What follows belongs to an exercise in optimizing a design on an open flow for small area and a short achievable clock period; a production flow would make more cautious choices.
Only simulation tests tie the RTL to the original design; equivalence was not proved.
No activity file was given, so power comes from the tool's default toggle rates.

Design processor, start of the top module:
module processor #(
    parameter WIDTH = 32
) (
    input clk,
    input reset,
    output [WIDTH - 1: 0] imem_addr,
    input [WIDTH - 1: 0] imem_rdata,
    output [WIDTH - 1: 0] dmem_addr,
    output dmem_re,
    output dmem_we,
    output [WIDTH - 1: 0] dmem_wdata,
    input [WIDTH - 1: 0] dmem_rdata,
    output reg [WIDTH - 1: 0] PORT_OUT_A,
    output reg [WIDTH - 1: 0] PORT_OUT_B,
    output reg [WIDTH - 1: 0] PORT_OUT_C,
    output reg [WIDTH - 1: 0] PORT_OUT_D
);
    reg [31: 0] pc;
    reg [31: 0] fi;             
    reg [4: 0]  rs1s, rs2s, rds;
    reg [31: 0] imm;
    reg [31: 0] dpc;
    reg [31: 0] op1, op2;               
    reg [31: 0] opb;                    
    reg         d_mrd, d_mwr, d_swe;    
    reg         d_useimm;               
    reg         d_auipc;                
    reg         d_jmp;                  
    reg         d_beq, d_bne, d_blt, d_bge;
    reg         d_add, d_sub, d_xor, d_or, d_and, d_sll, d_srl, d_lt;
    reg         d_inv;                  
    reg [31: 0] tgt;            
    reg         rst0, rst1;
    reg [31: 0] rd;
    reg [4: 0]  ers;
    reg         emwr, emrd, eswe;
    reg [31: 0] wdata;
    reg [31: 0] rf [1: 31];
    wire halt = (ers == rs1s || ers == rs2s) && emrd;
    wire kill = reset || rst0 || rst1 || halt;
    wire [31: 0] A = op1;
    wire [31: 0] B = opb;
    wire [33: 0] sum_x = {1'b0, A, 1'b1} + {1'b0, B, d_inv};
    wire [32: 0] sum = sum_x[33: 1];
    wire         a_lt_b = !sum[32];
    wire [31: 0] sh_in;
    wire [31: 0] sh_out = sh_in >> B[4: 0];
    wire [31: 0] sh_rev;
    genvar gr;
    generate
        for (gr = 0; gr < 32; gr = gr + 1) begin : g_rev
            assign sh_in[gr] = d_sll ? A[31 - gr] : A[gr];
            assign sh_rev[gr] = sh_out[31 - gr];
        end
  ...
export LEC_CHECK = 0
export CAP_MARGIN = 20
export CORE_MARGIN = 2
export CORE_UTILIZATION = 35
export PLACE_DENSITY = 0.45
export SLEW_MARGIN = 20
create_clock -name core_clock -period 11.0 [get_ports {clk}]
standard.sh (not shown) runs the stock make flow with config.mk's settings and CLKGATE_MAP_FILE= SYNTH_SCRIPT=/design/flow/synth_recipe.tcl, a recipe that flattens the netlist after the stock synthesis.
==> flow/flow/run.sh <==
#!/bin/bash
# Own layout flow: the standard flow (standard.sh), with two changes:
#  - synthesis maps the logic with an area-oriented ABC script (flow/area.abc)
#    instead of ORFS's speed script; every other synthesis step, and so every
#    register, is the standard synthesis's;
#  - extra make settings from flow/knobs.txt (one VAR=value per line).
# Each tool's output is in ORFS's own logs under orfs/logs; make's output is
# in flow.log here.
set -euo pipefail
W=$PWD
mkdir -p my
sed "/synth_preamble.tcl/a set abc_args [lreplace \$abc_args 1 1 $W/flow/area.abc]" \
    "$FLOW_HOME/scripts/synth.tcl" > my/synth_orfs.tcl
grep -q "flow/area.abc" my/synth_orfs.tcl
sed "s#\$::env(SCRIPTS_DIR)/synth.tcl#$W/my/synth_orfs.tcl#" synth_recipe.tcl > my/synth.tcl
grep -q "my/synth_orfs.tcl" my/synth.tcl
sed "s#SYNTH_SCRIPT=[^ ]*#SYNTH_SCRIPT=$W/my/synth.tcl#" standard.sh > my/standard.sh
grep -q "my/synth.tcl" my/standard.sh
KNOBS=()
if [[ -f flow/knobs.txt ]]; then
    while read -r k; do [[ -n "$k" ]] && KNOBS+=("$k"); done < flow/knobs.txt
fi
bash my/standard.sh "${KNOBS[@]}" finish > flow.log 2>&1
test -s out/final.def
==> flow/flow/area.abc <==
&get -n; &st; &dch -f; &nf -a -R 1000; &put
==> flow/flow/knobs.txt <==
BUFFER_PORTS_ARGS=-buffer_cell sky130_fd_sc_hd__buf_2
MATCH_CELL_FOOTPRINT=0
SETUP_SLACK_MARGIN=6
==> next run, changes <==
CORE_UTILIZATION = 40   (was 35)
CTS_BUF_LIST = sky130_fd_sc_hd__clkbuf_8   (was default)
CTS_CLUSTER_DIAMETER = 50   (was default)
CTS_CLUSTER_SIZE = 16   (was default)
PLACE_DENSITY = 0.5   (was 0.45)
Wire length is lower by 1.0%.
Clock skew rose by 3.6 ps.
Final area falls by about 2.5%.
Sequential cell count is unchanged.
Die area came out lower by about 12%.
Non-clock buffer count goes up by 21.
Worst setup slack barely changes.
Total power is lower by 9.7%.
Critical path depth stays the same.

Another version of the RTL of processor (not shown whole).
Size: ~5,600 cells after synthesis, ~290 I/O pins, ~67,000 sq um of cells after synthesis.
Settings: LEC_CHECK=0, CAP_MARGIN=20, CORE_MARGIN=2, CORE_UTILIZATION=40, CTS_BUF_LIST=sky130_fd_sc_hd__clkbuf_8, CTS_CLUSTER_DIAMETER=50, CTS_CLUSTER_SIZE=16, PLACE_DENSITY=0.5, SLEW_MARGIN=20; clock period 11.0 ns.
==> flow/flow/knobs.txt <==
BUFFER_PORTS_ARGS=-buffer_cell sky130_fd_sc_hd__buf_2
MATCH_CELL_FOOTPRINT=0
SETUP_SLACK_MARGIN=6.3
Scripts as last shown in full above: flow/flow/run.sh, flow/flow/area.abc
Change:
==> flow/flow/knobs.txt (replaced) <==
BUFFER_PORTS_ARGS=-buffer_cell sky130_fd_sc_hd__buf_2
MATCH_CELL_FOOTPRINT=0
SETUP_SLACK_MARGIN=6
What happened: The changed run produced a clean layout; via count is lower by about 1.1%; synthesized area stays the same; die area is unchanged; sequential power barely changes; global-route usage came out lower by 0.65 points; core utilization went down by 0.58 points; setup slack loses 0.14 ns; routed wire length shrinks by about 2%; count of clock-buffer cells in the layout went down by 5; final area falls by about 1.2%.

processor, a different RTL version from the one above (not shown whole).
Size in the first run: about 290 I/O pins.
==> flow/config.mk <==
export PLATFORM = sky130hd
export DESIGN_NAME = processor
export DESIGN_NICKNAME = processor
export VERILOG_FILES = /design/flow/design.v
export SDC_FILE = /design/flow/constraint.sdc
export NUM_CORES = 4
export LEC_CHECK = 0
export CAP_MARGIN = 20
export CORE_MARGIN = 2
export CORE_UTILIZATION = 35
export PLACE_DENSITY = 0.45
export SLEW_MARGIN = 20
==> flow/constraint.sdc <==
create_clock -name core_clock -period 11.0 [get_ports {clk}]
set_input_delay 2.2000 -clock core_clock [delete_from_list [all_inputs] [get_ports {clk}]]
set_output_delay 2.2000 -clock core_clock [all_outputs]
set_load 0.01 [all_outputs]
==> flow/flow/knobs.txt <==
BUFFER_PORTS_ARGS=-buffer_cell sky130_fd_sc_hd__buf_2
MATCH_CELL_FOOTPRINT=0
SETUP_SLACK_MARGIN=6
Scripts as last shown in full above: flow/flow/run.sh, flow/flow/area.abc
==> next run, changes <==
==> flow/run.sh (new file) <==
#!/bin/bash
# synth_recipe.tcl (not shown) runs the flow's synth.tcl, then flattens the netlist and writes it again
# the make line also repeats each setting of config.mk as NAME=value (left out here)
make -C /OpenROAD-flow-scripts/flow DESIGN_CONFIG=/design/flow/config.mk WORK_HOME=/design/flow/orfs CLKGATE_MAP_FILE= SYNTH_SCRIPT=/design/flow/synth_recipe.tcl finish
--- a/flow/config.mk
+++ b/flow/config.mk
@@ -11,2 +11,3 @@
 export PLACE_DENSITY = 0.45
+export SETUP_SLACK_MARGIN = 5
 export SLEW_MARGIN = 20
removed: flow/flow/run.sh
removed: flow/flow/area.abc
removed: flow/flow/knobs.txt
removed: flow/standard.sh
The new run passed the timing, DRC and antenna checks.
Setup slack degrades by 710 ps.
Synthesized area increases by a little under a tenth.
Hold slack stays flat.
Final cell count grows by a few percent.
Power is higher slightly.
Wire length increases by about a fifth.
Global-route usage is higher by 3.0 points.
Non-clock buffer count goes down by 33.

==> port drivers added, routing unchanged <==
The flow's constraints put no driver on any port. The routed layouts listed below were extracted and timed again, unchanged, in two steps.
Step 1 assumes that a clkbuf_16 drives the clock port and a buf_2 every other input.
Step 2 adds t to the input delays and takes it off the output delays; t is the mean of the earliest and latest rising clock arrival at the registers after step 1. Input paths then give back, and output paths get back, about the clock's delay inside the block.
Three values: ideal ports, drivers, drivers and shift; two values: the first two.
run | t, ns | slack for setup (ns) | worst slew at a driven data input, ns
the first run of note 1 | 0.902 | 6.006 / 5.960 / 5.297 | 0.21
the second run of note 1 | 1.029 | 6.005 / 5.956 / 5.266 | 0.16
the first run of note 2 | 1.024 | 6.172 / 6.071 / 5.446 | 0.28
the second run of note 2 | 1.027 | 6.029 / 5.792 / 5.415 | 0.30
the first run of note 3 | 0.919 | 6.045 / 5.998 / 5.349 | 0.22
the second run of note 3 | 0.918 | 5.339 / 5.315 / 5.315 | 0.19
After both steps every run listed still meets setup and hold. The setup slack of the second run of note 1, which loses most, moves by -0.049 ns with the drivers and by -0.739 ns with both steps.
